What follows belongs to an exercise in optimizing a design on an open flow for small area, a short achievable clock period and few clock cycles; a production flow would make more cautious choices.
In this exercise RTL edits were held to simulation tests only and were not proved equivalent to the original.
No activity file was given, so power comes from the tool's default toggle rates.

## flow/design.v (module list and top-level ports; edited modules follow where they fit)
// module alu: 14 lines
// module booth_enc: 22 lines
// module add3: 10 lines
// module mul_tree: 535 lines
// module regfile: 19 lines
// module mips_cpu: 197 lines
// module reads_reg: 16 lines
// module fetch_next: 30 lines
// module ks_add8: 39 lines
// module fetch_add: 10 lines
module mips_cpu (
  input         clk,
  input         reset,
  output [31:0] imem_addr,
  input  [31:0] imem_rdata,
  output [31:0] dmem_addr,
  output [31:0] dmem_wdata,
  output        dmem_we,
  output        dmem_re,
  input  [31:0] dmem_rdata
);
  // ...
==> flow/run.sh <==
#!/bin/bash
# synth_recipe.tcl (not shown) runs the flow's synth.tcl, then flattens the netlist and writes it again
# the make line also repeats each setting of config.mk as NAME=value (left out here)
make -C /OpenROAD-flow-scripts/flow DESIGN_CONFIG=/design/flow/config.mk WORK_HOME=/design/flow/orfs CLKGATE_MAP_FILE= SYNTH_SCRIPT=/design/flow/synth_recipe.tcl finish
==> flow/config.mk <==
export PLATFORM = sky130hd
export DESIGN_NAME = mips_cpu
export DESIGN_NICKNAME = mips_cpu
export VERILOG_FILES = /design/flow/design.v
export SDC_FILE = /design/flow/constraint.sdc
export NUM_CORES = 4
export LEC_CHECK = 0
export CAP_MARGIN = 20
export CORE_MARGIN = 2
export CORE_UTILIZATION = 40
export SLEW_MARGIN = 20
export SYNTH_HIERARCHICAL = 1
==> flow/constraint.sdc <==
create_clock -name core_clock -period 11.5 [get_ports {clk}]
set_input_delay 2.3000 -clock core_clock [delete_from_list [all_inputs] [get_ports {clk}]]
set_output_delay 2.3000 -clock core_clock [all_outputs]
set_load 0.01 [all_outputs]
==> flow_summary.json, run 1 <==
{
  "hold_violations": 0,
  "clock_skew_ns": 0.0320,
  "ant_nets": 0,
  "inv_count": 236,
  "maxSlewHeadroom_pct": 17.3,
  "wl_per_cell_um": 32.1,
  "grt.total_usage_pct": 28.9,
  "crit_family": "simple AND/OR/NAND/NOR gates",
  "final-setup-viol-count": 0,
  "seq_share_pct": 41.3,
  "crit_end": "pc[10]",
  "p_seq_uw": 6460,
  "p_per_area_nw_per_um2": 176,
  "path_class": "in2reg",
  "multi_input_area_share_pct": 45.0,
  "critPathCaptureType": "flip-flop",
  "setup_ws_ns": 6.40,
  "min_path_type": "reg2reg",
  "maxSlewViolCount": 0,
  "vias": 66300,
  "first_pass_iters": 8,
  "finalPower_uw": 17300,
  "synthCells": 7344,
  "status": "complete, no violations",
  "final_nets": 7576,
  "cts_tree": "built",
  "finish.instance_area_sq_um": 98100,
  "rr_worst_depth": 9,
  "final_util_pct": 44.7,
  "drtIter0Drc": 8424,
  "worst_hold_slack_ns": 0.436,
  "area_growth_syn_to_layout_pct": 11.0,
  "largest_register_ff_count": 992,
  "cts_sinks": 1497,
  "port_buffers": 161,
  "start_kind": "primary input"
}
Testbench counts, summed over its fixed seeds: cycles 64,177.
==> module regfile, before the edit <==
module regfile (
  input             clk,
  input      [4:0]  ra1,
  input      [4:0]  ra2,
  output     [31:0] rd1,
  output     [31:0] rd2,
  input             we,
  input      [4:0]  wa,
  input      [31:0] wd,
  input      [31:0] bd       
);
  reg [31:0] regs [1:31];
  always @(posedge clk) begin
    if (we && wa != 5'd0)
      regs[wa] <= wd;
  end
  assign rd1 = (ra1 == 5'd0) ? 32'd0 : (we && wa == ra1) ? bd : regs[ra1];
  assign rd2 = (ra2 == 5'd0) ? 32'd0 : (we && wa == ra2) ? bd : regs[ra2];
endmodule
==> module mips_cpu, before the edit <==
module mips_cpu (
  input         clk,
  input         reset,
  output [31:0] imem_addr,
  input  [31:0] imem_rdata,
  output [31:0] dmem_addr,
  output [31:0] dmem_wdata,
  output        dmem_we,
  output        dmem_re,
  input  [31:0] dmem_rdata
);
  localparam OP_R    = 6'b000000;
  localparam OP_J    = 6'b000010;
  localparam OP_BEQ  = 6'b000100;
  localparam OP_BNE  = 6'b000101;
  localparam OP_ADDI = 6'b001000;
  localparam OP_LUI  = 6'b001111;
  localparam OP_LW   = 6'b100011;
  localparam OP_SW   = 6'b101011;
  localparam F_SLL   = 6'b000000;
  localparam F_MULTU = 6'b011001;
  localparam F_ADD   = 6'b100000;
  localparam F_ADDU  = 6'b100001;
  localparam F_SUB   = 6'b100010;
  localparam F_SUBU  = 6'b100011;
  localparam F_XOR   = 6'b100110;
  reg  [29:0] pc;                  
  reg         id_valid;
  reg  [31:0] id_inst;
  reg         id_pred;             
  reg  [29:0] id_pc1;              
  reg  [4:0]  ex_dest;             
  reg  [31:0] ex_a, ex_b, ex_sd;
  reg         fa_mem, fa_wb, fb_mem, fb_wb, fs_mem, fs_wb;
  reg  [4:0]  ex_shamt;
  reg         ex_sub, ex_xor, ex_sll;
  reg         ex_lw, ex_sw, ex_mul, ex_br, ex_bne, ex_pred;
  reg  [29:0] ex_alt;
  reg  [4:0]  mem_dest;
  reg  [31:0] mem_result, mem_sdata, mem_a3;
  reg  [10:0] mem_m1, mem_m2, mem_m3, mem_m4, mem_n;
  reg         mem_we, mem_re, mem_mul;
  reg  [4:0]  wb_dest;
  reg  [31:0] wb_val, wb_c, wb_d;
  wire        mispredict;
  wire [29:0] ex_target;
  wire        stall;
  assign imem_addr = {pc, 2'b00};
  wire [31:0] fi = imem_rdata;
  wire [29:0] pc1;
  wire [21:0] hi_p, hi_m, n0, n1;
  wire [7:0]  t_lo, npc_lo;
  wire        c8, f_pred;
  fetch_add FA (.pc(pc), .pc1(pc1), .hi_p(hi_p), .hi_m(hi_m));
  ks_add8 LO (.x(pc1[7:0]), .y(fi[7:0]), .s(t_lo), .co(c8));
  fetch_next FN (
    .pc(pc), .pc1(pc1), .hi_p(hi_p), .hi_m(hi_m), .fi(fi),
    .stall(stall), .t_lo(t_lo), .npc_lo(npc_lo), .n0(n0), .n1(n1),
    .pred(f_pred)
  );
  wire [29:0] npc_f = {c8 ? n1 : n0, npc_lo};
  wire [29:0] npc   = mispredict ? ex_alt : npc_f;
  wire [5:0]  op    = id_inst[31:26];
  wire [4:0]  rs    = id_inst[25:21];
  wire [4:0]  rt    = id_inst[20:16];
  wire [4:0]  rd    = id_inst[15:11];
  wire [5:0]  funct = id_inst[5:0];
  wire is_r    = (op == OP_R);
  wire r_ok    = is_r & (funct == F_ADD | funct == F_ADDU | funct == F_SUB |
                         funct == F_SUBU | funct == F_XOR | funct == F_MULTU |
                         funct == F_SLL);
  wire is_sub  = is_r & (funct == F_SUB | funct == F_SUBU);
  wire is_xor  = is_r & (funct == F_XOR);
  wire is_sll  = is_r & (funct == F_SLL);
  wire is_mul  = is_r & (funct == F_MULTU);
  wire is_addi = (op == OP_ADDI);
  wire is_lui  = (op == OP_LUI);
  wire is_lw   = (op == OP_LW);
  wire is_sw   = (op == OP_SW);
  wire is_beq  = (op == OP_BEQ);
  wire is_bne  = (op == OP_BNE);
  wire use_rs  = (r_ok & ~is_sll) | is_addi | is_lw | is_sw | is_beq | is_bne;
  wire use_rt  = r_ok | is_sw | is_beq | is_bne;
  wire use_imm = is_addi | is_lui | is_lw | is_sw | is_mul;
  wire [4:0] dest = r_ok ? rd : (is_addi | is_lui | is_lw) ? rt : 5'd0;
  wire [31:0] imm_val = is_lui ? {id_inst[15:0], 16'd0} :
                        is_mul ? 32'd0 : {{16{id_inst[15]}}, id_inst[15:0]};
  wire [31:0] wd;
  add3 WD (.x(wb_val), .y(wb_c), .z(wb_d), .s(wd));
  wire [29:0] id_tgt = id_pc1 + {{14{id_inst[15]}}, id_inst[15:0]};
  wire [31:0] rf_rs, rf_rt;
  regfile REG (
    .clk(clk),
    .ra1(rs), .ra2(rt), .rd1(rf_rs), .rd2(rf_rt),
    .we(wb_dest != 5'd0), .wa(wb_dest), .wd(wd), .bd(wb_val)
  );
  wire hit_id_fi, hit_ex_fi, hit_mem_fi, hit_ex_id, hit_mem_id;
  reads_reg H0 (.inst(fi),      .d(dest),     .hit(hit_id_fi));
  reads_reg H1 (.inst(fi),      .d(ex_dest),  .hit(hit_ex_fi));
  reads_reg H2 (.inst(fi),      .d(mem_dest), .hit(hit_mem_fi));
  reads_reg H3 (.inst(id_inst), .d(ex_dest),  .hit(hit_ex_id));
  reads_reg H4 (.inst(id_inst), .d(mem_dest), .hit(hit_mem_id));
  wire id_long  = id_valid & (is_lw | is_mul);
  wire stall_n  = stall ? ((ex_mul & hit_ex_id) | (mem_mul & hit_mem_id))
                        : ((id_long & hit_id_fi) | (ex_mul & hit_ex_fi) |
                           (mem_mul & hit_mem_fi));
  reg  stall_r;
  assign stall  = id_valid & stall_r;
  wire go = id_valid & ~stall & ~mispredict;
  wire [31:0] a  = fa_mem ? mem_result : fa_wb ? wb_val : ex_a;
  wire [31:0] b  = fb_mem ? mem_result : fb_wb ? wb_val : ex_b;
  wire [31:0] sd = fs_mem ? mem_result : fs_wb ? wb_val : ex_sd;
  wire [31:0] alu_y;
  alu ALU (
    .sub(ex_sub), .sel_xor(ex_xor), .sel_sll(ex_sll),
    .a(a), .b(b), .shamt(ex_shamt), .y(alu_y)
  );
  wire [31:0] a3 = a + {a[30:0], 1'b0};
  wire [10:0] bm1, bm2, bm3, bm4, bn;
  booth_enc BE (.b(sd), .m1(bm1), .m2(bm2), .m3(bm3), .m4(bm4), .n(bn));
  wire br_eq = (a == b);
  assign mispredict = ex_br & ((br_eq ^ ex_bne) ^ ex_pred);
  assign dmem_addr  = mem_result;
  assign dmem_wdata = mem_sdata;
  assign dmem_we    = mem_we;
  assign dmem_re    = mem_re;
  wire [31:0] mul_r0, mul_r1, mul_r2;
  mul_tree MUL (
    .a(mem_result), .a3(mem_a3),
    .m1(mem_m1), .m2(mem_m2), .m3(mem_m3), .m4(mem_m4), .n(mem_n),
    .r0(mul_r0), .r1(mul_r1), .r2(mul_r2)
  );
  always @(posedge clk) begin
    if (reset) begin
      pc       <= 30'd0;
      id_valid <= 1'b0;
      stall_r  <= 1'b0;
      ex_dest  <= 5'd0;
      ex_lw    <= 1'b0;
      ex_sw    <= 1'b0;
      ex_mul   <= 1'b0;
      ex_br    <= 1'b0;
      mem_dest <= 5'd0;
      mem_we   <= 1'b0;
      mem_re   <= 1'b0;
      mem_mul  <= 1'b0;
      wb_dest  <= 5'd0;
    end else begin
      pc <= npc;
      stall_r <= stall_n;
      if (mispredict)  id_valid <= 1'b0;
      else if (!stall) id_valid <= 1'b1;
      ex_dest  <= go ? dest : 5'd0;
      ex_lw    <= go & is_lw;
      ex_sw    <= go & is_sw;
      ex_mul   <= go & is_mul;
      ex_br    <= go & (is_beq | is_bne);
      mem_dest <= ex_dest;
      mem_we   <= ex_sw;
      mem_re   <= ex_lw;
      mem_mul  <= ex_mul;
      wb_dest  <= mem_dest;
    end
    if (!stall) begin
      id_inst <= fi;
      id_pred <= f_pred;
      id_pc1  <= pc1;
    end
    ex_a     <= use_rs ? rf_rs : 32'd0;
    ex_b     <= use_imm ? imm_val : rf_rt;
    ex_sd    <= rf_rt;
    fa_mem   <= use_rs & (ex_dest != 5'd0) & (rs == ex_dest);
    fa_wb    <= use_rs & (mem_dest != 5'd0) & (rs == mem_dest);
    fb_mem   <= ~use_imm & (ex_dest != 5'd0) & (rt == ex_dest);
    fb_wb    <= ~use_imm & (mem_dest != 5'd0) & (rt == mem_dest);
    fs_mem   <= (ex_dest != 5'd0) & (rt == ex_dest);
    fs_wb    <= (mem_dest != 5'd0) & (rt == mem_dest);
    ex_shamt <= id_inst[10:6];
    ex_sub   <= is_sub;
    ex_xor   <= is_xor;
    ex_sll   <= is_sll;
    ex_bne   <= is_bne;
    ex_pred  <= id_pred;
    ex_alt   <= id_pred ? id_pc1 : id_tgt;
    mem_result <= alu_y;
    mem_sdata  <= sd;
    mem_a3     <= a3;
    mem_m1     <= bm1;
    mem_m2     <= bm2;
    mem_m3     <= bm3;
    mem_m4     <= bm4;
    mem_n      <= bn;
    wb_val <= mem_mul ? mul_r0 : mem_re ? dmem_rdata : mem_result;
    wb_c   <= mem_mul ? mul_r1 : 32'd0;
    wb_d   <= mem_mul ? mul_r2 : 32'd0;
  end
endmodule
==> run 2: changes to the inputs <==
--- a/flow/design.v
+++ b/flow/design.v
@@ -596,6 +596,39 @@
       regs[wa] <= wd;
   end
-  assign rd1 = (ra1 == 5'd0) ? 32'd0 : (we && wa == ra1) ? bd : regs[ra1];
-  assign rd2 = (ra2 == 5'd0) ? 32'd0 : (we && wa == ra2) ? bd : regs[ra2];
+  wire [30:0] s1, s2;
+  rf_dec D1 (.a(ra1), .s(s1));
+  rf_dec D2 (.a(ra2), .s(s2));
+  wire [31:0] m1, m2;
+  genvar b, r;
+  generate
+    for (b = 0; b < 32; b = b + 1) begin : bits
+      wire [30:0] col;
+      for (r = 1; r < 32; r = r + 1) begin : reg_
+        assign col[r-1] = regs[r][b];
+      end
+      rf_mux31 X1 (.d(col), .s(s1), .y(m1[b]));
+      rf_mux31 X2 (.d(col), .s(s2), .y(m2[b]));
+    end
+  endgenerate
+  assign rd1 = (we && wa == ra1 && ra1 != 5'd0) ? bd : m1;
+  assign rd2 = (we && wa == ra2 && ra2 != 5'd0) ? bd : m2;
+endmodule
+module rf_dec (
+  input      [4:0]  a,
+  output     [30:0] s
+);
+  genvar i;
+  generate
+    for (i = 1; i < 32; i = i + 1) begin : d
+      assign s[i-1] = (a == i);
+    end
+  endgenerate
+endmodule
+module rf_mux31 (
+  input      [30:0] d,
+  input      [30:0] s,
+  output            y
+);
+  assign y = |(d & s);
 endmodule
 module mips_cpu (
@@ -628,5 +661,5 @@
   reg         id_valid;
   reg  [31:0] id_inst;
-  reg         id_pred;             
+  reg         id_fastok;           
   reg  [29:0] id_pc1;              
   reg  [4:0]  ex_dest;             
@@ -638,7 +671,7 @@
   reg  [29:0] ex_alt;
   reg  [4:0]  mem_dest;
-  reg  [31:0] mem_result, mem_sdata, mem_a3;
+  reg  [31:0] mem_result, mem_sdata, mem_ma, mem_a3;
   reg  [10:0] mem_m1, mem_m2, mem_m3, mem_m4, mem_n;
-  reg         mem_we, mem_re, mem_mul;
+  reg         mem_we, mem_re, mem_ld, mem_mul;
   reg  [4:0]  wb_dest;
   reg  [31:0] wb_val, wb_c, wb_d;
@@ -649,16 +682,23 @@
   wire [31:0] fi = imem_rdata;
   wire [29:0] pc1;
-  wire [21:0] hi_p, hi_m, n0, n1;
   wire [7:0]  t_lo, npc_lo;
   wire        c8, f_pred;
-  fetch_add FA (.pc(pc), .pc1(pc1), .hi_p(hi_p), .hi_m(hi_m));
+  wire        fix;
+  assign pc1 = pc + 30'd1;
   ks_add8 LO (.x(pc1[7:0]), .y(fi[7:0]), .s(t_lo), .co(c8));
-  fetch_next FN (
-    .pc(pc), .pc1(pc1), .hi_p(hi_p), .hi_m(hi_m), .fi(fi),
-    .stall(stall), .t_lo(t_lo), .npc_lo(npc_lo), .n0(n0), .n1(n1),
-    .pred(f_pred)
+  wire [29:0] jt = {pc[29:26], fi[25:0]};
+  fetch_lo FL (
+    .fi(fi), .stall(stall), .pc_s(pc[7:0]), .pc1_s(pc1[7:0]), .t_lo(t_lo),
+    .npc_lo(npc_lo), .pred(f_pred)
+  );
+  wire [21:0] n_hi;
+  fetch_hi #(11) FH0 (
+    .fi(fi), .stall(stall), .pc_s(pc[18:8]), .hi(pc1[18:8]), .jt(jt[18:8]), .n(n_hi[10:0])
   );
-  wire [29:0] npc_f = {c8 ? n1 : n0, npc_lo};
-  wire [29:0] npc   = mispredict ? ex_alt : npc_f;
+  fetch_hi #(11) FH1 (
+    .fi(fi), .stall(stall), .pc_s(pc[29:19]), .hi(pc1[29:19]), .jt(jt[29:19]), .n(n_hi[21:11])
+  );
+  wire [29:0] npc_f = {n_hi, npc_lo};
+  wire [29:0] npc   = mispredict ? ex_alt : fix ? id_tgt : npc_f;
   wire [5:0]  op    = id_inst[31:26];
   wire [4:0]  rs    = id_inst[25:21];
@@ -689,4 +729,6 @@
   add3 WD (.x(wb_val), .y(wb_c), .z(wb_d), .s(wd));
   wire [29:0] id_tgt = id_pc1 + {{14{id_inst[15]}}, id_inst[15:0]};
+  wire id_pred = (is_beq | is_bne) & (op[0] ^ (rs == rt));
+  assign fix   = id_valid & id_pred & ~id_fastok & ~stall;
   wire [31:0] rf_rs, rf_rt;
   regfile REG (
@@ -695,10 +737,17 @@
     .we(wb_dest != 5'd0), .wa(wb_dest), .wd(wd), .bd(wb_val)
   );
-  wire hit_id_fi, hit_ex_fi, hit_mem_fi, hit_ex_id, hit_mem_id;
-  reads_reg H0 (.inst(fi),      .d(dest),     .hit(hit_id_fi));
-  reads_reg H1 (.inst(fi),      .d(ex_dest),  .hit(hit_ex_fi));
-  reads_reg H2 (.inst(fi),      .d(mem_dest), .hit(hit_mem_fi));
-  reads_reg H3 (.inst(id_inst), .d(ex_dest),  .hit(hit_ex_id));
-  reads_reg H4 (.inst(id_inst), .d(mem_dest), .hit(hit_mem_id));
+  wire f_use_rs, f_use_rt;
+  src_use FU (.inst(fi), .use_rs(f_use_rs), .use_rt(f_use_rt));
+  wire [4:0] f_rs = fi[25:21], f_rt = fi[20:16];
+  wire hit_id_fi  = (dest != 5'd0) &
+                    ((f_use_rs & f_rs == dest) | (f_use_rt & f_rt == dest));
+  wire hit_ex_fi  = (ex_dest != 5'd0) &
+                    ((f_use_rs & f_rs == ex_dest) | (f_use_rt & f_rt == ex_dest));
+  wire hit_mem_fi = (mem_dest != 5'd0) &
+                    ((f_use_rs & f_rs == mem_dest) | (f_use_rt & f_rt == mem_dest));
+  wire hit_ex_id  = (ex_dest != 5'd0) &
+                    ((use_rs & rs == ex_dest) | (use_rt & rt == ex_dest));
+  wire hit_mem_id = (mem_dest != 5'd0) &
+                    ((use_rs & rs == mem_dest) | (use_rt & rt == mem_dest));
   wire id_long  = id_valid & (is_lw | is_mul);
   wire stall_n  = stall ? ((ex_mul & hit_ex_id) | (mem_mul & hit_mem_id))
@@ -727,5 +776,5 @@
   wire [31:0] mul_r0, mul_r1, mul_r2;
   mul_tree MUL (
-    .a(mem_result), .a3(mem_a3),
+    .a(mem_ma), .a3(mem_a3),
     .m1(mem_m1), .m2(mem_m2), .m3(mem_m3), .m4(mem_m4), .n(mem_n),
     .r0(mul_r0), .r1(mul_r1), .r2(mul_r2)
@@ -744,4 +793,5 @@
       mem_we   <= 1'b0;
       mem_re   <= 1'b0;
+      mem_ld   <= 1'b0;
       mem_mul  <= 1'b0;
       wb_dest  <= 5'd0;
@@ -749,6 +799,6 @@
       pc <= npc;
       stall_r <= stall_n;
-      if (mispredict)  id_valid <= 1'b0;
-      else if (!stall) id_valid <= 1'b1;
+      if (mispredict | fix) id_valid <= 1'b0;
+      else if (!stall)      id_valid <= 1'b1;
       ex_dest  <= go ? dest : 5'd0;
       ex_lw    <= go & is_lw;
@@ -759,4 +809,5 @@
       mem_we   <= ex_sw;
       mem_re   <= ex_lw;
+      mem_ld   <= ex_lw & ~ex_mul;    
       mem_mul  <= ex_mul;
       wb_dest  <= mem_dest;
@@ -764,5 +815,5 @@
     if (!stall) begin
       id_inst <= fi;
-      id_pred <= f_pred;
+      id_fastok <= f_pred & (c8 ~^ fi[7]);
       id_pc1  <= pc1;
     end
@@ -784,4 +835,5 @@
     ex_alt   <= id_pred ? id_pc1 : id_tgt;
     mem_result <= alu_y;
+    mem_ma     <= a;
     mem_sdata  <= sd;
     mem_a3     <= a3;
@@ -791,13 +843,13 @@
     mem_m4     <= bm4;
     mem_n      <= bn;
-    wb_val <= mem_mul ? mul_r0 : mem_re ? dmem_rdata : mem_result;
+    wb_val <= mem_mul ? mul_r0 : mem_ld ? dmem_rdata : mem_result;
     wb_c   <= mem_mul ? mul_r1 : 32'd0;
     wb_d   <= mem_mul ? mul_r2 : 32'd0;
   end
 endmodule
-module reads_reg (
+module src_use (
   input  [31:0] inst,
-  input  [4:0]  d,
-  output        hit
+  output        use_rs,
+  output        use_rt
 );
   wire [5:0] op = inst[31:26];
@@ -808,20 +860,15 @@
   wire other = (op == 6'b001000) | (op == 6'b100011);             
   wire two   = (op == 6'b101011) | (op[5:1] == 5'b00010);         
-  wire use_rs = (r_ok & f != 6'b000000) | other | two;
-  wire use_rt = r_ok | two;
-  assign hit = (d != 5'd0) & ((use_rs & inst[25:21] == d) | (use_rt & inst[20:16] == d));
+  assign use_rs = (r_ok & f != 6'b000000) | other | two;
+  assign use_rt = r_ok | two;
 endmodule
-module fetch_next (
-  input      [29:0] pc,
-  input      [29:0] pc1,
-  input      [21:0] hi_p,
-  input      [21:0] hi_m,
-  input      [31:0] fi,
-  input             stall,
-  input      [7:0]  t_lo,
-  output     [7:0]  npc_lo,
-  output     [21:0] n0,
-  output     [21:0] n1,
-  output            pred
+module fetch_dec (
+  input  [31:0] fi,
+  input         stall,
+  output        s_s,         
+  output        s_j,         
+  output        s_t,         
+  output        s_n,         
+  output        pred
 );
   wire [5:0] op    = fi[31:26];
@@ -830,15 +877,35 @@
   wire       short = (fi[15:7] == 9'h000) | (fi[15:7] == 9'h1ff);
   assign pred = br & short & (op[0] ^ (fi[25:21] == fi[20:16]));
-  wire [21:0] hi = pc1[29:8];
-  wire        s_s = stall;
-  wire        s_j = ~stall & j;
-  wire        s_t = ~stall & ~j & pred;
-  wire        s_n = ~stall & ~j & ~pred;
-  wire [21:0] base = ({22{s_s}} & pc[29:8]) | ({22{s_j}} & {pc[29:26], fi[25:8]}) |
-                     ({22{s_n}} & hi);
-  assign n0 = base | ({22{s_t}} & (fi[7] ? hi_m : hi));
-  assign n1 = base | ({22{s_t}} & (fi[7] ? hi : hi_p));
-  assign npc_lo = ({8{s_s}} & pc[7:0]) | ({8{s_j}} & fi[7:0]) |
-                  ({8{s_n}} & pc1[7:0]) | ({8{s_t}} & t_lo);
+  assign s_s = stall;
+  assign s_j = ~stall & j;
+  assign s_t = ~stall & ~j & pred;
+  assign s_n = ~stall & ~j & ~pred;
+endmodule
+module fetch_hi #(parameter W = 8) (
+  input  [31:0]  fi,
+  input          stall,
+  input  [W-1:0] pc_s,       
+  input  [W-1:0] hi,         
+  input  [W-1:0] jt,         
+  output [W-1:0] n
+);
+  wire j   = (fi[31:26] == 6'b000010);
+  wire s_j = ~stall & j;
+  wire s_n = ~stall & ~j;
+  assign n = ({W{stall}} & pc_s) | ({W{s_j}} & jt) | ({W{s_n}} & hi);
+endmodule
+module fetch_lo (
+  input  [31:0] fi,
+  input         stall,
+  input  [7:0]  pc_s,
+  input  [7:0]  pc1_s,
+  input  [7:0]  t_lo,        
+  output [7:0]  npc_lo,
+  output        pred
+);
+  wire s_s, s_j, s_t, s_n;
+  fetch_dec D (.fi(fi), .stall(stall), .s_s(s_s), .s_j(s_j), .s_t(s_t), .s_n(s_n), .pred(pred));
+  assign npc_lo = ({8{s_s}} & pc_s) | ({8{s_j}} & fi[7:0]) |
+                  ({8{s_n}} & pc1_s) | ({8{s_t}} & t_lo);
 endmodule
 module ks_add8 (
@@ -881,12 +948,2 @@
   assign co = g3[7];
 endmodule
-module fetch_add (
-  input      [29:0] pc,
-  output     [29:0] pc1,
-  output     [21:0] hi_p,
-  output     [21:0] hi_m
-);
-  assign pc1  = pc + 30'd1;
-  assign hi_p = pc1[29:8] + 22'd1;
-  assign hi_m = pc1[29:8] - 22'd1;
-endmodule
==> run 2 against run 1 <==
Register-to-register slack worse by 0.66 ns. Flip-flop and latch count is 32 higher. Hold slack better by 0.0083 ns. Sequential share of layout area increased by 4.1 points. Critical path depth increased by 5. Worst setup slack worse by 0.32 ns. Cell area decreased by 7.5%. Power fell by 12%.
==> flow_summary.json, run 2 <==
{
  "status": "complete, no violations",
  "grt_pass1_vias": 60100,
  "drt-total-wl_um": 311000,
  "cts.clk_slew.worst_paths_ns": 0.06,
  "clock-root-buffer": "clkbuf_16",
  "period_needed_ns": 5.41,
  "grt_max_degree": 121,
  "area_growth_syn_to_layout_pct": 13.3,
  "ys_warn_count": 8,
  "grt_pass1_wl_um": 440000,
  "drtIter0Drc": 8545,
  "fmaxAchievable_ghz": 0.185,
  "vias": 63400,
  "cts_hold_buffers": 0,
  "drive_gt1_share_pct": 12.2,
  "hold_violations": 0,
  "ioPinCount": 164,
  "first_pass_iters": 8,
  "finalCritPeriodShare_pct": 47.1,
  "port_buffers": 161,
  "fin_cells": 9728,
  "cts_setup_buffers": 0,
  "syn-cell-area_sq_um": 80100,
  "ant_nets": 0,
  "final_cell_mix": "1,055 x edfxtp_1, 797 x a22oi_1, 461 x dfxtp_1",
  "fill_cells": 18200,
  "grt.overflow.total": 0,
  "gr-usage-met1_pct": 39.7,
  "htreeDepth": 4,
  "grt.total_usage_pct": 29.5,
  "grtUsageMet2_pct": 45.0,
  "final-setup-viol-count": 0,
  "worstMarginPinSlew_ns": 1.22,
  "r2r-end": "mem_a3[29]",
  "arrival_ns": 6.14,
  "syn_area_per_cell_sq_um": 11.8,
  "fin_tns_setup_ns": 0,
  "rr_worst_depth": 16,
  "dpl.cell_count": 9408,
  "r2r_setup_slack_ns": 6.09,
  "floorplan.die_area_sq_um": 204000,
  "p_per_area_nw_per_um2": 168,
  "core_area_sq_um": 199000,
  "cts_resized": 0,
  "crit_end": "mem_a3[29]",
  "regArea_sq_um": 41200,
  "place_area_sq_um": 85200,
  "clock_skew_ns": 0.0568,
  "dp.final_hpwl_um": 208000,
  "worst_hold_slack_ns": 0.444,
  "rows": 164,
  "cts_max_path_buffers": 3,
  "gp_congestion": 0.940,
  "die_h_um": 452,
  "path_max_fanout": 32,
  "vias_per_cell": 6.52,
  "wl_per_cell_um": 31.9,
  "antenna_found_initial": 11,
  "cts_tree": "built",
  "path_class": "reg2reg",
  "synthCells": 6792,
  "drv_cap": 0,
  "largest_register_ff_count": 992,
  "finish.instance_area_sq_um": 90800,
  "start_util_pct": 40.2,
  "crit_required_ns": 12.23,
  "cts_sinks": 1529,
  "final_common_cell": "edfxtp_1",
  "r2r-start": "fa_wb",
  "clk_latency_ns": 0.87,
  "multi_input_area_sq_um": 36700,
  "die_x_um": 452,
  "critPathCaptureType": "flip-flop",
  "finalPower_uw": 15300,
  "largest_register": "REG.regs",
  "start_kind": "flip-flop",
  "final_nets": 7266,
  "power.leakage_uw": 0.0313,
  "grt-busiest-layer": "met2",
  "use_met3_pct": 5.69,
  "maxSlewHeadroom_pct": 17.7,
  "min_path_type": "reg2reg",
  "ir_worst_vdd_uv": 148,
  "drc": 0,
  "maxSlewViolCount": 0,
  "setup.worst_path.start": "fa_wb",
  "grt_setup_unrepaired": "no",
  "cts_made_buffers": 167
}
## run 2: changes by cell type in the layout (fill, tap and decap cells not counted), moves of 76 or more
cell     delta
a22oi_1   +751
mux2i_1   -332
mux4_2    -303
nand2_1   -182
nand4_1   +117
nand3_1   +100
inv_1      -79
mux2_2     -76
## run 2: critical path, stage by stage, from the launching register on
cell and delay, ns:
dfxtp_2 1.05, mux2i_1 0.16, o21ai_0 0.74, ha_1 0.30
inv_1 0.06, fa_1 0.42, nor2b_1 0.14, o21ai_0 0.10
a21oi_1 0.32, o31a_1 0.27, a21oi_1 0.17, o21ai_0 0.61
a211oi_1 0.16, nor3_1 0.32, a41oi_1 0.18, nor2b_1 0.17
xnor2_1 0.12
## run 2: layer usage
metal | up-vias | share of wire (%)
met5 | - | 0.0090
met4 | 6 | 6.1
met3 | 789 | 10
met2 | 4085 | 45
met1 | 31600 | 39
li1 | 26900 | -
## run 2: report_power, final
| part | internal (uW) | switching, uW |
|---|---|---|
| Combinational | 1110 | 1980 |
| Clock | 3080 | 2390 |
| Sequential | 6260 | 452 |
| Total | 10500 | 4820 |
## run 2: final cells by class
class / instances / area share (%)
diodes: 8 / 0.0221
clock buffers: 216 / 4.90
clock inverters: 96 / 1.23
inverters: 152 / 0.629
multi-input cells: 4673 / 40.4
flip-flops and latches: 1529 / 45.4
well taps: 2656 / 3.66
repair buffers: 398 / 3.73
## run 2: stage by stage
stage	setup WS (ns)	util, %
final	6.09	45.5
after global routing	5.77	45.5
after CTS	6.15	45.5
after detailed placement	6.14	42.7
after global placement	6.09	42.7
after floorplan	7.47	-
## run 2: worst min-delay path by stage
| stage | startpoint | endpoint | slack (ns) | cells past startpoint |
|---|---|---|---|---|
| after floorplan | id_inst[6] | ex_shamt[0] | 0.40 | 0 |
| after global placement | ex_alt[16] | pc[16] | 0.45 | 2 |
| after detailed placement | ex_alt[7] | pc[7] | 0.43 | 2 |
| after CTS | ex_alt[7] | pc[7] | 0.44 | 2 |
| after global routing | ex_alt[7] | pc[7] | 0.46 | 2 |
| final | ex_alt[7] | pc[7] | 0.44 | 2 |
Testbench counts of run 2, summed over its fixed seeds: cycles 64,223.
==> run 3: changes to the inputs <==
==> flow/flow/run.sh (new file) <==
#!/bin/bash
# The standard layout (the standard.sh: standard synthesis, floorplan,
# placement, CTS, routing) with two changes:
# - the buffers that placement puts on every input and output port are
#   buf_4 cells (the platform's MIN_BUF_CELL_AND_PORTS) rather than the
#   default choice;
# - repair_timing works to a setup margin of 7.5 ns, so that it improves
#   paths that already meet the clock period (the SDC is unchanged).
set -euo pipefail
export BUFFER_PORTS_ARGS="-buffer_cell sky130_fd_sc_hd__buf_4"
export SETUP_SLACK_MARGIN=7.5
bash standard.sh > standard_flow.log 2>&1
==> flow/standard.sh (new file) <==
#!/bin/bash
# synth_recipe.tcl (not shown) runs the flow's synth.tcl, then flattens the netlist and writes it again
# the make line also repeats each setting of config.mk as NAME=value (left out here)
make -C /OpenROAD-flow-scripts/flow DESIGN_CONFIG=/design/flow/config.mk WORK_HOME=/design/flow/orfs CLKGATE_MAP_FILE= SYNTH_SCRIPT=/design/flow/synth_recipe.tcl "${@:-finish}"
removed: flow/run.sh
==> run 3 against run 2 <==
Still clean. Clock skew fell by 0.0013 ns. Power fell by 0.46%. First-iteration DRC count rose by 11%. Largest cell class unchanged. Largest power group unchanged.
==> flow_summary.json, run 3 <==
{
  "port_buffers": 161,
  "vias": 64000,
  "dp.final_hpwl_um": 214000,
  "synthCells": 6792,
  "worstMarginPinSlew_ns": 1.22,
  "clkPwrFrac_pct": 34.8,
  "cts.clk_slew.worst_paths_ns": 0.06,
  "min_from": "ex_alt[16]",
  "seq_power_share_pct": 44.4,
  "r2r-end": "ex_b[17]",
  "grt.overflow.total": 0,
  "maxSlewViolCount": 0,
  "syn-cell-area_sq_um": 80100,
  "largest_register_ff_count": 992,
  "final_cell_mix": "1,055 x edfxtp_1, 797 x a22oi_1, 416 x dfxtp_1",
  "path_max_fanout": 32,
  "grt_pass1_wl_um": 452000,
  "min_path_type": "reg2reg",
  "fill_cells": 18200,
  "fin_cells": 9730,
  "gp_congestion": 0.982,
  "vias_per_cell": 6.58,
  "final_common_cell": "edfxtp_1",
  "floorplan.die_area_sq_um": 204000,
  "p_int_uw": 10300,
  "hold_violations": 0,
  "status": "complete, no violations",
  "crit_required_ns": 12.18,
  "period_needed_ns": 4.07,
  "critPathCaptureType": "flip-flop",
  "htreeDepth": 4,
  "antenna_found_initial": 20,
  "cts_hold_buffers": 0,
  "rows": 164,
  "fin_tns_setup_ns": 0,
  "clock-root-buffer": "clkbuf_16",
  "cts_tree": "built",
  "syn_area_per_cell_sq_um": 11.8,
  "wl_per_cell_um": 33.2,
  "core_area_sq_um": 199000,
  "p_sw_uw": 4860,
  "drt-total-wl_um": 323000,
  "grt.total_usage_pct": 30.6,
  "clk_latency_ns": 0.85,
  "grt_setup_unrepaired": "yes",
  "grt_max_degree": 69,
  "drive_gt1_share_pct": 15.8,
  "first_pass_iters": 9,
  "die_x_um": 452,
  "dpl.cell_count": 9386,
  "drv_cap": 0,
  "min_to": "pc[16]",
  "final-setup-viol-count": 0,
  "fmaxAchievable_ghz": 0.246,
  "r2r_setup_slack_ns": 7.43,
  "grt_pass1_vias": 60800,
  "power_frac_comb_pct": 20.8,
  "final_nets": 7278,
  "die_h_um": 452,
  "rr_worst_depth": 9,
  "area_growth_syn_to_layout_pct": 13.2,
  "maxSlewHeadroom_pct": 17.9,
  "ant_nets": 0,
  "setup.worst_path.start": "id_inst[18]",
  "cts_max_path_buffers": 3,
  "netSwitchingFraction_pct": 32.0,
  "start_kind": "flip-flop",
  "finalCritPeriodShare_pct": 35.4,
  "drc": 0,
  "path_class": "reg2reg",
  "ir_worst_vdd_uv": 137,
  "r2r-start": "id_inst[18]",
  "drtIter0Drc": 9458,
  "arrival_ns": 4.75,
  "clock_skew_ns": 0.0555,
  "ys_warn_count": 8,
  "whs_path_depth": 2,
  "cts_sinks": 1529,
  "ioPinCount": 164,
  "largest_register": "REG.regs",
  "start_util_pct": 40.2,
  "p_per_area_nw_per_um2": 168,
  "cts_made_buffers": 163,
  "power.leakage_uw": 0.0316
}
-- run 3: cell count changes in the layout (fill, tap and decap cells not counted), moves of 5 or more --
cell,previous run,this run
buf_4,237,400
clkbuf_1,42,36
dfxtp_2,12,53
clkinv_4,5,0
clkinvlp_4,10,5
buf_12,0,7
dfxtp_1,461,416
nor4_1,28,23
o21ai_0,225,187
nor4_2,0,5
clkinv_2,20,27
clkdlybuf4s50_1,160,0
o21ai_2,9,37
o21ai_1,36,43
-- run 3: final cells by class --
type | count | area, sq um | area share, %
Antenna cell | 9 | 22.5 | 0.0248
Clock buffer | 211 | 4410 | 4.87
Clock inverter | 86 | 858 | 0.946
Inverter | 152 | 571 | 0.629
Multi-Input combinational cell | 4674 | 37000 | 40.8
Sequential cell | 1529 | 41300 | 45.5
Tap cell | 2656 | 3320 | 3.66
Timing Repair Buffer | 413 | 3260 | 3.59
-- run 3: metrics by stage --
step | hold slack, ns | cell area [sq um] | utilization, % | worst slack (ns) | power, uW
6_report | 0.453 | 90700 | 45.5 | 7.43 | 15200
5_1_grt | 0.467 | 90700 | 45.5 | 7.46 | 15600
4_1_cts | 0.454 | 90300 | 45.3 | 7.49 | 15100
3_5_place_dp | 0.433 | 84600 | 42.4 | 6.26 | 9900
3_3_place_gp | 0.433 | 84600 | 42.4 | 6.34 | 9890
2_1_floorplan | 0.399 | 80100 | - | 7.53 | 8740
-- run 3: metal layers --
layer,up-vias,part of all wire [%],global-route usage [%]
met5,-,0.036,0
met4,18,6.7,17.5
met3,901,11,7.29
met2,4301,43,45.3
met1,31800,39,41.0
li1,26900,-,-
-- run 3: timing repair --
action,4_1_cts,5_1_grt
pin swaps,3,4
setup buffers,17,20
resized for setup,104,43
setup endpoints to repair,261,313
cloned,1,0
-- run 3: critical path, cell delays in order (launching register included) --
cell	delay, ns
edfxtp_1	0.83
or3b_4	0.32
nor2_2	0.05
buf_4	0.29
a22o_1	0.28
a221oi_2	0.28
nand3_1	0.31
or4_1	0.69
mux2_1	0.47
a221o_1	0.35
-- run 3: how the worst max path moves through the flow --
stage                             to  slack [ns]
after floorplan                pc[7]        7.53
after global placement    mem_a3[31]        6.34
after detailed placement  mem_a3[31]        6.26
after CTS                 mem_a3[31]        7.49
after global routing      mem_a3[31]        7.46
final                       ex_b[17]        7.43
-- run 3: power by group through the flow --
stage | Combinational, uW | Sequential [uW] | Clock (uW)
6_report | 3160 | 6760 | 5290
5_1_grt | 3330 | 6740 | 5520
4_1_cts | 3090 | 6720 | 5330
3_5_place_dp | 3060 | 6840 | 0
3_3_place_gp | 3050 | 6840 | 0
2_1_floorplan | 2220 | 6520 | 0
==> run 4: changes to the inputs <==
--- a/flow/design.v
+++ b/flow/design.v
@@ -35,4 +35,10 @@
   endgenerate
 endmodule
+module add_x3 (
+  input      [31:0] a,
+  output     [31:0] y
+);
+  assign y = a + {a[30:0], 1'b0};
+endmodule
 module add3 (
   input      [31:0] x,
@@ -765,5 +771,6 @@
     .a(a), .b(b), .shamt(ex_shamt), .y(alu_y)
   );
-  wire [31:0] a3 = a + {a[30:0], 1'b0};
+  wire [31:0] a3;
+  add_x3 A3 (.a(a), .y(a3));
   wire [10:0] bm1, bm2, bm3, bm4, bn;
   booth_enc BE (.b(sd), .m1(bm1), .m2(bm2), .m3(bm3), .m4(bm4), .n(bn));
==> run 4 against run 3 <==
Via count down 0.16%. Cell area up 0.79%. Hold slack worse by 0.025 ns. Power up 0.42%. Clock-buffer cell count up 17. Critical path depth down 8. Area after synthesis up 0.81%. Cell count up 0.98%. Synthesized cell count up 1.3%. Sequential power about the same. Critical endpoint is now dmem_addr[31]. Largest cell class unchanged. Largest power group unchanged.
==> flow_summary.json, run 4 <==
{
  "use_met3_pct": 5.70,
  "path_buf_inv": 1,
  "min_from": "ex_alt[13]",
  "path_class": "reg2out",
  "clock-root-buffer": "clkbuf_16",
  "fin_tns_setup_ns": 0,
  "crit_family": "flip-flops",
  "final_cell_mix": "1,055 x edfxtp_1, 794 x a22oi_1, 432 x dfxtp_1",
  "grt-busiest-layer": "met2",
  "die_x_um": 453,
  "crit_required_ns": 9.20,
  "largest_register": "REG.regs",
  "period_needed_ns": 3.98,
  "grt_pass1_wl_um": 440000,
  "hold_violations": 0,
  "syn-cell-area_sq_um": 80800,
  "maxSlewHeadroom_pct": 14.7,
  "maxSlewViolCount": 0,
  "area_growth_syn_to_layout_pct": 13.2,
  "antenna_found_initial": 11,
  "ant_nets": 0,
  "drt-total-wl_um": 310000,
  "max_stage_delay_ns": 0.64,
  "drive_gt1_share_pct": 15.6,
  "wl_per_cell_um": 31.6,
  "start_util_pct": 40.3,
  "min_path_type": "reg2reg",
  "ir_worst_vdd_uv": 122,
  "fmaxAchievable_ghz": 0.251,
  "final-setup-viol-count": 0,
  "path_max_fanout": 5,
  "grtUsageMet2_pct": 43.9,
  "cts_sinks": 1530,
  "worst_hold_slack_ns": 0.428,
  "first_pass_iters": 8,
  "largest_register_ff_count": 992,
  "gr-usage-met1_pct": 39.9,
  "htreeDepth": 4,
  "finalPower_uw": 15300,
  "core_area_sq_um": 200000,
  "dp.final_hpwl_um": 210000,
  "ioPinCount": 164,
  "cts_hold_buffers": 0,
  "gp_congestion": 0.969,
  "finalCritPeriodShare_pct": 34.6,
  "crit_chain": "buf_4",
  "cts_max_path_buffers": 3,
  "synthCells": 6882,
  "vias_per_cell": 6.50,
  "grt.overflow.total": 0,
  "final_common_cell": "edfxtp_1",
  "vias": 63900,
  "syn_area_per_cell_sq_um": 11.7,
  "r2r-start": "id_inst[16]",
  "drtIter0Drc": 8833,
  "grt_setup_unrepaired": "yes",
  "worstMarginPinSlew_ns": 1.27,
  "critPathCaptureType": "output pin",
  "die_h_um": 453,
  "grt_max_degree": 83,
  "cp_slowest_cell": "dfxtp_1",
  "drv_cap": 0,
  "clk_latency_ns": 0.83,
  "start_kind": "flip-flop",
  "port_buffers": 161,
  "grt.total_usage_pct": 29.3,
  "drc": 0,
  "clock_skew_ns": 0.0328,
  "power.leakage_uw": 0.0318,
  "ys_warn_count": 8,
  "floorplan.die_area_sq_um": 206000,
  "rows": 164,
  "setup.worst_path.start": "mem_result[31]",
  "p_per_area_nw_per_um2": 167,
  "final_nets": 7367,
  "status": "complete, no violations",
  "arrival_ns": 1.68,
  "grt_pass1_vias": 60600,
  "cts.clk_slew.worst_paths_ns": 0.06,
  "cts_made_buffers": 165,
  "cts_tree": "built"
}
[run 4: metrics by stage]
| stage | utilization, % | worst slack (ns) | instances | cell area [sq um] |
|---|---|---|---|---|
| 6_report | 45.6 | 7.52 | 9825 | 91400 |
| 5_1_grt | 45.6 | 7.38 | 9816 | 91400 |
| 4_1_cts | 45.6 | 7.51 | 9808 | 91200 |
| 3_5_place_dp | 42.7 | 6.79 | 9503 | 85500 |
| 3_3_place_gp | 42.7 | 6.79 | 9501 | 85500 |
| 2_1_floorplan | - | 7.45 | 6889 | 80800 |
[run 4: routing by layer]
layer | part of all wire, % | up-vias
li1 | - | 27300
met5 | 0.027 | -
met1 | 39 | 31800
met4 | 6.3 | 12
met2 | 44 | 4112
met3 | 10 | 724
[run 4: timing repair]
| action | 4_1_cts | 5_1_grt |
|---|---|---|
| setup buffers | 1 | 6 |
| pin swaps | 0 | 1 |
| setup endpoints to repair | 216 | 324 |
| gates resized for setup | 37 | 29 |
[run 4: final cells by class]
| type | count | area (sq um) |
|---|---|---|
| well taps | 2656 | 3320 |
| repair buffers | 424 | 3240 |
| multi-input cells | 4743 | 37400 |
| fillers | 18300 | 109000 |
| flip-flops and latches | 1530 | 41300 |
| clock buffers | 228 | 4650 |
| clock inverters | 76 | 983 |
| inverters | 158 | 593 |
| diodes | 10 | 25.0 |
[run 4: path summary, 6_finish.rpt]
check | to | slack [ns] | cells after the start
worst max-delay path | dmem_addr[31] | 7.52 | 1
worst min-delay path | pc[13] | 0.43 | 2
worst max register to register | ex_b[20] | 7.55 | 10
worst min register to register | pc[13] | 0.43 | 2
[run 4: where the power goes]
| group | internal [uW] | switching [uW] |
|---|---|---|
| combinational | 1090 | 1900 |
| clock | 3230 | 2320 |
| sequential | 6270 | 460 |
Testbench counts of run 4, summed over its fixed seeds: cycles 64,223.
==> run 5: changes to the inputs <==
--- a/flow/flow/run.sh
+++ b/flow/flow/run.sh
@@ -5,8 +5,8 @@
 #   buf_4 cells (the platform's MIN_BUF_CELL_AND_PORTS) rather than the
 #   default choice;
-# - repair_timing works to a setup margin of 7.5 ns, so that it improves
+# - repair_timing works to a setup margin of 8.0 ns, so that it improves
 #   paths that already meet the clock period (the SDC is unchanged).
 set -euo pipefail
 export BUFFER_PORTS_ARGS="-buffer_cell sky130_fd_sc_hd__buf_4"
-export SETUP_SLACK_MARGIN=7.5
+export SETUP_SLACK_MARGIN=8.0
 bash standard.sh > standard_flow.log 2>&1
==> run 5 against run 4 <==
Clock skew is 0.0096 ns higher. Die area did not move. Maximum frequency rose by 7.5%. Still clean on timing, DRC and antenna. Synthesized cell count is the same. Register-to-register slack improved by 0.44 ns. Power increased by 2.2%. Global-route usage grew 0.99 points.
==> flow_summary.json, run 5 <==
{
  "worstMarginPinSlew_ns": 1.15,
  "drv_cap": 0,
  "antenna_found_initial": 21,
  "start_kind": "flip-flop",
  "path_max_fanout": 1,
  "final_cell_mix": "1,055 x edfxtp_1, 789 x a22oi_1, 476 x buf_4",
  "clk_latency_ns": 0.84,
  "finalCritPeriodShare_pct": 32.2,
  "grt_pass1_vias": 63100,
  "vias": 65800,
  "fin_cells": 10000,
  "cts.clk_slew.worst_paths_ns": 0.06,
  "ant_nets": 0,
  "cp_slowest_cell": "dfxtp_4",
  "crit_chain": "buf_6",
  "min_path_type": "reg2reg",
  "status": "complete, no violations",
  "finish.instance_area_sq_um": 95500,
  "vias_per_cell": 6.56,
  "cts_sinks": 1530,
  "power.leakage_uw": 0.0334,
  "crit_family": "flip-flops",
  "grt_max_degree": 70,
  "crit_required_ns": 9.20,
  "cts_tree": "built",
  "dp.final_hpwl_um": 209000,
  "maxSlewHeadroom_pct": 22.6,
  "gp_congestion": 0.949,
  "largest_register": "REG.regs",
  "drtIter0Drc": 8949,
  "core_area_sq_um": 200000,
  "path_class": "reg2out",
  "drc": 0,
  "cts_hold_buffers": 0,
  "largest_register_ff_count": 992,
  "critPathCaptureType": "output pin",
  "final_nets": 7581,
  "final_common_cell": "edfxtp_1",
  "arrival_ns": 1.40,
  "dpl.cell_count": 9511,
  "synthCells": 6882,
  "period_needed_ns": 3.70,
  "hold_violations": 0,
  "area_growth_syn_to_layout_pct": 18.3,
  "fmaxAchievable_ghz": 0.270,
  "r2r_setup_slack_ns": 7.99,
  "path_buf_inv": 1,
  "drive_gt1_share_pct": 22.1,
  "die_x_um": 453,
  "cts_made_buffers": 166,
  "ioPinCount": 164,
  "cts_max_path_buffers": 3,
  "final-setup-viol-count": 0,
  "grt.total_usage_pct": 30.3,
  "clock-root-buffer": "clkbuf_16",
  "syn_area_per_cell_sq_um": 11.7,
  "start_util_pct": 40.3,
  "place_area_sq_um": 85700,
  "htreeDepth": 4,
  "syn-cell-area_sq_um": 80800,
  "port_buffers": 161,
  "grt_setup_unrepaired": "yes",
  "worst_hold_slack_ns": 0.442,
  "wl_per_cell_um": 32.3,
  "ir_worst_vdd_uv": 164,
  "grt_pass1_wl_um": 455000,
  "maxSlewViolCount": 0,
  "floorplan.die_area_sq_um": 206000,
  "rows": 164,
  "drt-total-wl_um": 324000,
  "first_pass_iters": 7,
  "max_stage_delay_ns": 0.44,
  "ys_warn_count": 8,
  "fin_tns_setup_ns": 0,
  "clock_skew_ns": 0.0424,
  "die_h_um": 453,
  "grt.overflow.total": 0,
  "p_per_area_nw_per_um2": 163
}
run 5: tightest hold or removal path, delay by kind of cell, from the launching register on:
kind	cells	cell delay, ns
DFF	1	0.30
and+or+nand+nor	1	0.05
AOI/OAI and AO/OA	1	0.05
run 5: area by class of cell:
cell class                 instances  area (sq um)
tap                             2656          3320
timing repair buffer             635          5730
antenna                            6          15.0
inverter                         158           593
clock inverter                    84          1010
multi-input combinational       4745         38800
fill                           18000        105000
sequential                      1530         41600
clock buffer                     224          4520
run 5: worst paths after layout:
path	startpoint	end	cells after the start
max	mem_sdata[24]	dmem_wdata[24]	1
min	ex_alt[3]	pc[3]	2
max reg2reg	id_inst[16]	ex_b[15]	10
min reg2reg	ex_alt[3]	pc[3]	2
run 5: repair_timing:
action / CTS / global route
gates resized for setup: 410 / 250
buffers inserted: 120 / 82
cloned: 3 / 7
pin swaps: 35 / 62
endpoints found under the setup margin: 799 / 589
run 5: metrics by stage:
stage                     util [%]  power, uW  worst slack, ns
after floorplan                  -       8750             7.45
final                         47.7      15600             7.80
after CTS                     46.7      15400             7.75
after global placement        42.8       9810             6.82
after detailed placement      42.8       9840             6.85
after global routing          47.7      16000             7.77
run 5: power breakdown:
group          internal (uW)  switching, uW
clock                   3130           2350
sequential              6280            314
combinational           1310           2230
total                  10700           4890
run 5: layer usage:
layer | up-vias | wire [um] | track usage [%]
met2 | 4327 | 140000 | 45.2
li1 | 27700 | - | -
met1 | 32800 | 124000 | 39.5
met4 | 16 | 23900 | 19.2
met3 | 994 | 35700 | 7.21
met5 | - | 102 | 0
==> run 6: changes to the inputs <==
--- a/flow/config.mk
+++ b/flow/config.mk
@@ -8,5 +8,7 @@
 export CAP_MARGIN = 20
 export CORE_MARGIN = 2
-export CORE_UTILIZATION = 40
+export CORE_UTILIZATION = 60
+export CTS_CLUSTER_DIAMETER = 80
+export CTS_CLUSTER_SIZE = 24
 export SLEW_MARGIN = 20
 export SYNTH_HIERARCHICAL = 1
==> run 6 against run 5 <==
Synthesized cell count unchanged. Clock skew rose by 0.014 ns. Die area fell by 33%. Utilization grew 21 points. Hold slack worse by 0.0074 ns. Clock-buffer cell count down 127. Still clean on timing, DRC and antenna. Power shrank 12%. Worst setup slack gained 0.12 ns. Sequential share of layout area grew 2.1 points. Area after synthesis did not move. Critical path type is now in2reg.
==> flow_summary.json, run 6 <==
{
  "vias_per_cell": 7.42,
  "final_common_cell": "edfxtp_1",
  "grt_pass1_wl_um": 438000,
  "period_needed_ns": 3.58,
  "r2r-end": "ex_b[16]",
  "rows": 134,
  "htreeDepth": 3,
  "min_to": "pc[18]",
  "ioPinCount": 164,
  "area_growth_syn_to_layout_pct": 12.8,
  "maxSlewViolCount": 0,
  "cts.clk_slew.worst_paths_ns": 0.09,
  "vias": 66300,
  "drt-total-wl_um": 314000,
  "hold_violations": 0,
  "r2r_setup_slack_ns": 7.92,
  "fin_tns_setup_ns": 0,
  "arrival_ns": 4.21,
  "drive_gt1_share_pct": 20.6,
  "place_area_sq_um": 84300,
  "finalCritPeriodShare_pct": 31.2,
  "first_pass_iters": 10,
  "start_util_pct": 60.5,
  "dpl.cell_count": 8591,
  "final-setup-viol-count": 0,
  "regArea_sq_um": 41600,
  "fmaxAchievable_ghz": 0.279,
  "worstMarginPinSlew_ns": 1.22,
  "grt_max_degree": 120,
  "whs_path_depth": 2,
  "ir_worst_vdd_uv": 148,
  "cts_max_path_buffers": 3,
  "finish.instance_area_sq_um": 91100,
  "wl_per_cell_um": 35.2,
  "grt_setup_unrepaired": "yes",
  "power.leakage_uw": 0.0318,
  "r2r-start": "id_inst[17]",
  "clk_latency_ns": 0.77,
  "die_x_um": 371,
  "synthCells": 6882,
  "clock-root-buffer": "clkbuf_16",
  "cts_made_buffers": 84,
  "min_path_type": "reg2reg",
  "maxSlewHeadroom_pct": 18.1,
  "gp_congestion": 1.01,
  "critPathCaptureType": "flip-flop",
  "port_buffers": 161,
  "status": "complete, no violations",
  "min_from": "ex_alt[18]",
  "path_max_fanout": 3,
  "final_cell_mix": "1,055 x edfxtp_1, 789 x a22oi_1, 433 x buf_4",
  "drtIter0Drc": 10500,
  "rr_worst_depth": 10,
  "ys_warn_count": 8,
  "ant_nets": 0,
  "clock_skew_ns": 0.0561,
  "multi_input_area_sq_um": 38600,
  "syn-cell-area_sq_um": 80800,
  "drc": 0,
  "crit_required_ns": 12.12,
  "start_kind": "primary input",
  "pre_cts_ws_ns": 6.77,
  "dp.final_hpwl_um": 205000,
  "drv_cap": 0,
  "fill_cells": 9872,
  "syn_area_per_cell_sq_um": 11.7,
  "path_class": "in2reg",
  "floorplan.die_area_sq_um": 138000,
  "setup_ws_ns": 7.92,
  "antenna_found_initial": 27,
  "die_h_um": 371,
  "cts_tree": "built",
  "largest_register": "REG.regs",
  "core_area_sq_um": 133000,
  "grt.overflow.total": 0,
  "p_per_area_nw_per_um2": 150,
  "cts_sinks": 1530,
  "grt.total_usage_pct": 44.2,
  "largest_register_ff_count": 992,
  "final_nets": 7452,
  "cts_hold_buffers": 0,
  "grt_pass1_vias": 61700,
  "fin_cells": 8933
}
-- run 6: worst max-delay path, stage by stage --
cell,delay (ns)
buf_8,0.10
or3_4,0.39
buf_4,0.14
nor4_2,0.25
or3_1,0.18
o22ai_2,0.10
nand3_1,0.10
nand2_1,0.06
nand3b_1,0.09
o311ai_2,0.12
a311oi_1,0.30
nor4_1,0.07
-- run 6: where the power goes --
group	switching, uW	internal, uW	total [uW]
combinational	2270	1310	3580
clock	1980	1520	3500
sequential	335	6270	6610
-- run 6: cell type report --
class	count	share of cell area [%]
timing repair buffer	588	5.85
clock buffer	97	2.43
tap	1768	2.43
sequential	1530	45.6
inverter	158	0.651
antenna	11	0.0302
multi-input combinational	4745	42.4
clock inverter	36	0.599
-- run 6: how the worst max path moves through the flow --
stage | from | to | slack [ns]
2_1_floorplan | imem_rdata[0] | stall_r | 7.45
3_3_place_gp | imem_rdata[7] | pc[6] | 6.79
3_5_place_dp | imem_rdata[0] | stall_r | 6.77
4_1_cts | imem_rdata[3] | stall_r | 7.89
5_1_grt | imem_rdata[3] | stall_r | 7.86
6_report | imem_rdata[3] | stall_r | 7.92
-- run 6: metal layers --
layer	track usage (%)	vias to the layer above	wire length, um
met1	57.3	32300	109000
met2	64.5	5416	134000
met4	27.4	16	24300
met5	0	-	105
met3	14.0	1190	46600
li1	-	27300	-
-- run 6: repair_timing --
item	4_1_cts	5_1_grt
pin swaps	32	68
endpoints found under the setup margin	795	653
buffers inserted	120	69
gates cloned	3	5
gates resized for setup	380	283
-- run 6: stage by stage --
step / hold WS [ns] / util (%) / total power [uW]
6_report: 0.435 / 68.3 / 13700
4_1_cts: 0.435 / 66.9 / 13400
5_1_grt: 0.447 / 68.3 / 14000
3_5_place_dp: 0.430 / 63.2 / 9830
2_1_floorplan: 0.399 / - / 8750
3_3_place_gp: 0.421 / 63.2 / 9800
==> run 7: changes to the inputs <==
--- a/flow/config.mk
+++ b/flow/config.mk
@@ -13,2 +13,3 @@
 export SLEW_MARGIN = 20
 export SYNTH_HIERARCHICAL = 1
+export TNS_END_PERCENT = 50
==> run 7 against run 6 <==
Still clean. Flip-flop and latch count unchanged. Clock-buffer cell count increased by 7. Power increased by 1.7%. Critical endpoint is now dmem_addr[9]. Highest routed layer unchanged.
==> flow_summary.json, run 7 <==
{
  "status": "complete, no violations",
  "maxSlewHeadroom_pct": 19.4,
  "drive_gt1_share_pct": 19.7,
  "vias_per_cell": 7.39,
  "die_h_um": 371,
  "grt_pass1_vias": 61200,
  "start_util_pct": 60.5,
  "grt.total_usage_pct": 44.6,
  "worstMarginPinSlew_ns": 1.20,
  "fmaxAchievable_ghz": 0.271,
  "drv_cap": 0,
  "critPathCaptureType": "output pin",
  "dpl.cell_count": 8590,
  "core_area_sq_um": 133000,
  "syn_area_per_cell_sq_um": 11.7,
  "final_cell_mix": "1,055 x edfxtp_1, 791 x a22oi_1, 473 x buf_4",
  "vias": 66200,
  "p_per_area_nw_per_um2": 153,
  "finish.instance_area_sq_um": 91200,
  "arrival_ns": 1.38,
  "htreeDepth": 3,
  "cts.clk_slew.worst_paths_ns": 0.10,
  "first_pass_iters": 12,
  "path_buf_inv": 1,
  "grt_max_degree": 76,
  "ir_worst_vdd_uv": 163,
  "gp_congestion": 1.02,
  "die_x_um": 371,
  "wl_per_cell_um": 35.6,
  "floorplan.die_area_sq_um": 138000,
  "cts_sinks": 1530,
  "dp.final_hpwl_um": 203000,
  "ant_nets": 0,
  "cts_tree": "built",
  "period_needed_ns": 3.68,
  "power.leakage_uw": 0.0318,
  "crit_required_ns": 9.20,
  "ioPinCount": 164,
  "path_class": "reg2out",
  "crit_chain": "buf_4",
  "final_nets": 7455,
  "largest_register": "REG.regs",
  "clk_latency_ns": 0.79,
  "crit_family": "flip-flops",
  "drc": 0,
  "start_kind": "flip-flop",
  "hold_violations": 0,
  "final_common_cell": "edfxtp_1",
  "ys_warn_count": 8,
  "maxSlewViolCount": 0,
  "area_growth_syn_to_layout_pct": 12.9,
  "fin_tns_setup_ns": 0,
  "min_path_type": "reg2reg",
  "antenna_found_initial": 36,
  "clock_skew_ns": 0.0511,
  "finalCritPeriodShare_pct": 32.0,
  "largest_register_ff_count": 992,
  "path_max_fanout": 5,
  "grt_pass1_wl_um": 440000,
  "grt.overflow.total": 0,
  "cts_max_path_buffers": 3,
  "cts_made_buffers": 86,
  "rows": 134,
  "grt_setup_unrepaired": "yes",
  "fill_cells": 10000,
  "cts_hold_buffers": 0,
  "final-setup-viol-count": 0,
  "syn-cell-area_sq_um": 80800,
  "synthCells": 6882,
  "port_buffers": 161,
  "clock-root-buffer": "clkbuf_16",
  "place_area_sq_um": 84300,
  "max_stage_delay_ns": 0.46,
  "drt-total-wl_um": 319000,
  "drtIter0Drc": 11000,
  "cp_slowest_cell": "dfxtp_2",
  "fin_cells": 8961
}
==> run 7: layout make-up <==
type / count / area, sq um / area share (%)
flip-flops and latches: 1530 / 41500 / 45.5
multi-input cells: 4747 / 38600 / 42.3
diodes: 27 / 67.6 / 0.0741
repair buffers: 587 / 5310 / 5.83
well taps: 1768 / 2210 / 2.43
clock inverters: 40 / 597 / 0.655
inverters: 158 / 593 / 0.651
clock buffers: 104 / 2280 / 2.50
==> run 7: worst paths after layout <==
kind / startpoint / slack [ns] / to / depth (start not counted)
setup / recovery: mem_result[9] / 7.82 / dmem_addr[9] / 1
setup reg to reg: id_inst[17] / 7.82 / ex_b[23] / 10
hold reg to reg: ex_alt[23] / 0.43 / pc[23] / 2
hold / removal: ex_alt[23] / 0.43 / pc[23] / 2
==> run 7: through the flow <==
stage               util (%)  total power, uW  hold slack (ns)  worst slack (ns)
global placement        63.2             9850            0.425              6.76
CTS                     66.5            13500            0.444              7.78
detailed placement      63.2             9880            0.431              6.76
floorplan                  -             8740            0.399              7.45
finish                  68.3            13900            0.431              7.82
global route            68.3            14200            0.456              7.72
==> run 7: layer usage <==
| metal | vias up | routed length, um | global-route usage, % |
|---|---|---|---|
| met1 | 32300 | 113000 | 58.0 |
| met2 | 5345 | 131000 | 62.4 |
| li1 | 27400 | - | - |
| met3 | 1142 | 51600 | 18.9 |
| met4 | 24 | 22700 | 25.0 |
| met5 | - | 277 | 1.15 |
==> run 7: repair_timing <==
action,CTS,global route
setup endpoints to repair,788,667
gates resized for setup,246,298
cloned,7,11
buffers inserted,64,117
pin swaps,23,80
==> run 7: power breakdown <==
part	total, uW	switching, uW	internal (uW)
Clock	3600	2000	1600
Combinational	3670	2310	1360
Sequential	6650	383	6270
Total	13900	4690	9230
==> run 8: changes to the inputs <==
--- a/flow/config.mk
+++ b/flow/config.mk
@@ -8,8 +8,7 @@
 export CAP_MARGIN = 20
 export CORE_MARGIN = 2
-export CORE_UTILIZATION = 60
+export CORE_UTILIZATION = 70
 export CTS_CLUSTER_DIAMETER = 80
 export CTS_CLUSTER_SIZE = 24
 export SLEW_MARGIN = 20
 export SYNTH_HIERARCHICAL = 1
-export TNS_END_PERCENT = 50
==> run 8 against run 7 <==
Still clean. Clock-buffer cell count is 15 higher. Register-to-register slack better by 0.06 ns. Synthesized cell count stayed put. Cell area is 0.68% lower. Flip-flop and latch count stayed put. Utilization is 11 points higher. Sequential share of layout area is 0.37 points higher. Combinational power is 1% lower. Cell count is 3.1% lower. Clock power is 6.9% lower. Die area is 14% lower. Sequential power hardly changed. Critical endpoint is now stall_r. Largest power group unchanged.
==> flow_summary.json, run 8 <==
{
  "fmaxAchievable_ghz": 0.273,
  "met2_length_um": 129000,
  "regArea_sq_um": 41600,
  "maxSlewViolCount": 0,
  "ys_warn_count": 8,
  "final_common_cell": "edfxtp_1",
  "power.leakage_uw": 0.0316,
  "gp_congestion": 1.04,
  "p_per_area_nw_per_um2": 151,
  "arrival_ns": 4.29,
  "dp.final_hpwl_um": 200000,
  "first_pass_iters": 11,
  "area_growth_syn_to_layout_pct": 12.1,
  "grt_pass1_vias": 64500,
  "floorplan.die_area_sq_um": 118000,
  "htreeDepth": 3,
  "grt.total_usage_pct": 51.2,
  "drv_cap": 0,
  "cts_max_path_buffers": 3,
  "start_kind": "primary input",
  "drive_gt1_share_pct": 19.8,
  "final-setup-viol-count": 0,
  "vias_per_cell": 7.90,
  "seq_power_share_pct": 48.8,
  "clock_skew_ns": 0.0374,
  "clkPwrFrac_pct": 24.6,
  "grt.overflow.total": 0,
  "ant_nets": 0,
  "cts_made_buffers": 81,
  "netSwitchingFraction_pct": 33.8,
  "ioPinCount": 164,
  "core_area_sq_um": 114000,
  "highest_layer": "met5",
  "hold_violations": 0,
  "path_class": "in2reg",
  "drtIter0Drc": 13200,
  "cts_tree": "built",
  "grt_setup_unrepaired": "yes",
  "clk_latency_ns": 0.74,
  "syn_area_per_cell_sq_um": 11.7,
  "wl_per_cell_um": 36.0,
  "drt-total-wl_um": 313000,
  "syn-cell-area_sq_um": 80800,
  "worstMarginPinSlew_ns": 1.43,
  "grt_max_degree": 102,
  "max_stage_delay_ns": 0.39,
  "wl_met1_um": 97700,
  "grt_pass1_wl_um": 437000,
  "cp_slowest_cell": "or3_4",
  "fin_tns_setup_ns": 0,
  "crit_chain": "buf_8, or3_4, a211oi_4, o21ai_2, a21oi_2, and3_1, a31oi_1, o311ai_2, nor2_1, nor4_1",
  "cts.clk_slew.worst_paths_ns": 0.10,
  "drc": 0,
  "final_cell_mix": "1,055 x edfxtp_1, 789 x a22oi_1, 450 x buf_4",
  "largest_register": "REG.regs",
  "cts_sinks": 1530,
  "die_x_um": 344,
  "p_sw_uw": 4610,
  "ir_worst_vdd_uv": 159,
  "critPathCaptureType": "flip-flop",
  "p_int_uw": 9020,
  "cts_hold_buffers": 0,
  "maxSlewHeadroom_pct": 3.72,
  "port_buffers": 161,
  "r2r_setup_slack_ns": 7.88,
  "power_frac_comb_pct": 26.7,
  "die_h_um": 344,
  "path_max_fanout": 3,
  "fill_cells": 6931,
  "clock-root-buffer": "clkbuf_16",
  "largest_register_ff_count": 992,
  "final_util_pct": 79.2,
  "wl_met3_um": 56200,
  "final_nets": 7443,
  "antenna_found_initial": 45,
  "synthCells": 6882,
  "vias": 68600,
  "start_util_pct": 70.6,
  "rows": 124,
  "multi_input_area_sq_um": 38700,
  "status": "complete, no violations",
  "period_needed_ns": 3.67,
  "finalCritPeriodShare_pct": 31.9,
  "crit_required_ns": 12.13,
  "min_path_type": "reg2reg"
}
==> run 8: worst paths after layout <==
check,end,depth (start not counted),startpoint
max,stall_r,10,imem_rdata[3]
min,pc[5],2,ex_alt[5]
max reg2reg,ex_b[14],9,id_inst[18]
min reg2reg,pc[5],2,ex_alt[5]
==> run 8: per-layer routing <==
| metal | vias up | track usage, % |
|---|---|---|
| met1 | 32400 | 62.6 |
| li1 | 27400 | - |
| met4 | 46 | 35.6 |
| met2 | 6869 | 73.1 |
| met3 | 1914 | 22.0 |
| met5 | - | 0.521 |
==> run 8: power groups by stage <==
stage,Combinational [uW],Sequential [uW],Clock [uW]
after detailed placement,3010,6770,0
after global routing,3740,6640,3460
final,3630,6650,3350
after global placement,2960,6770,0
after floorplan,2230,6520,0
after CTS,3280,6600,3290
==> run 8: metrics by stage <==
stage                     worst slack [ns]  power [uW]  hold WS [ns]  instances  area, sq um
after floorplan                       7.45        8750         0.399       6889        80900
after global placement                6.84        9740         0.422       8330        84000
after detailed placement              6.76        9780         0.433       8331        84000
after CTS                             7.86       13200         0.438       8581        88700
after global routing                  7.80       13800         0.455       8669        90500
final                                 7.83       13600         0.437       8683        90500
==> run 8: what timing repair did <==
item                                    CTS  global route
cloned                                    4             5
endpoints found under the setup margin  763           548
buffers inserted                        109            75
gates resized for setup                 375           258
pin swaps                                29            70
==> run 8: area by class of cell <==
type                            instances  area share [%]
Inverter                              158           0.655
Sequential cell                      1530            45.9
Timing Repair Buffer                  582            5.76
Antenna cell                           19          0.0525
Clock inverter                         18           0.329
Clock buffer                          119            2.49
Multi-Input combinational cell       4745            42.7
Tap cell                             1512            2.09
==> run 8: critical path: cells and delay by family <==
family,cells,cell delay [ns]
AOI/OAI and AO/OA,5,0.97
buffers and inverters,1,0.10
and+or+nand+nor,4,0.91

-- static timing again, ports no longer ideal --
The flow's constraints put no driver on any port. The routed layouts listed below were extracted and timed again, unchanged, in two steps. Step 1, drivers: a clkbuf_16 drives clk and a buf_2 each remaining input, both assumed. Step 2 adds t to the input delays and takes it off the output delays; t is the mean of the earliest and latest rising clock arrival at the registers after step 1. Input paths then give back, and output paths get back, about the clock's delay inside the block. a / b / c = no drivers / after step 1 / after step 2; a / b = the first two.
| run | shift t [ns] | slack for setup (ns) | hold WS [ns] |
|---|---|---|---|
| run 1 | 0.901 | 6.403 / 6.445 / 5.564 | 0.436 / 0.436 / 0.436 |
| run 2 | 0.917 | 6.087 / 6.087 / 6.087 | 0.444 / 0.444 / 0.444 |
| run 3 | 0.913 | 7.430 / 7.428 / 6.799 | 0.453 / 0.453 / 0.453 |
| run 4 | 0.897 | 7.521 / 7.436 / 6.770 | 0.428 / 0.428 / 0.428 |
| run 5 | 0.897 | 7.797 / 7.717 / 7.163 | 0.442 / 0.442 / 0.442 |
| run 6 | 0.827 | 7.918 / 7.850 / 7.124 | 0.435 / 0.435 / 0.435 |
| run 7 | 0.839 | 7.815 / 7.739 / 7.055 | 0.431 / 0.431 / 0.431 |
| run 8 | 0.801 | 7.834 / 7.814 / 7.074 | 0.437 / 0.437 / 0.437 |
After both steps setup and hold are still met in every run listed. For run 1, which loses most, drivers alone change the setup slack by +0.042 ns; drivers and shift together by -0.839 ns.
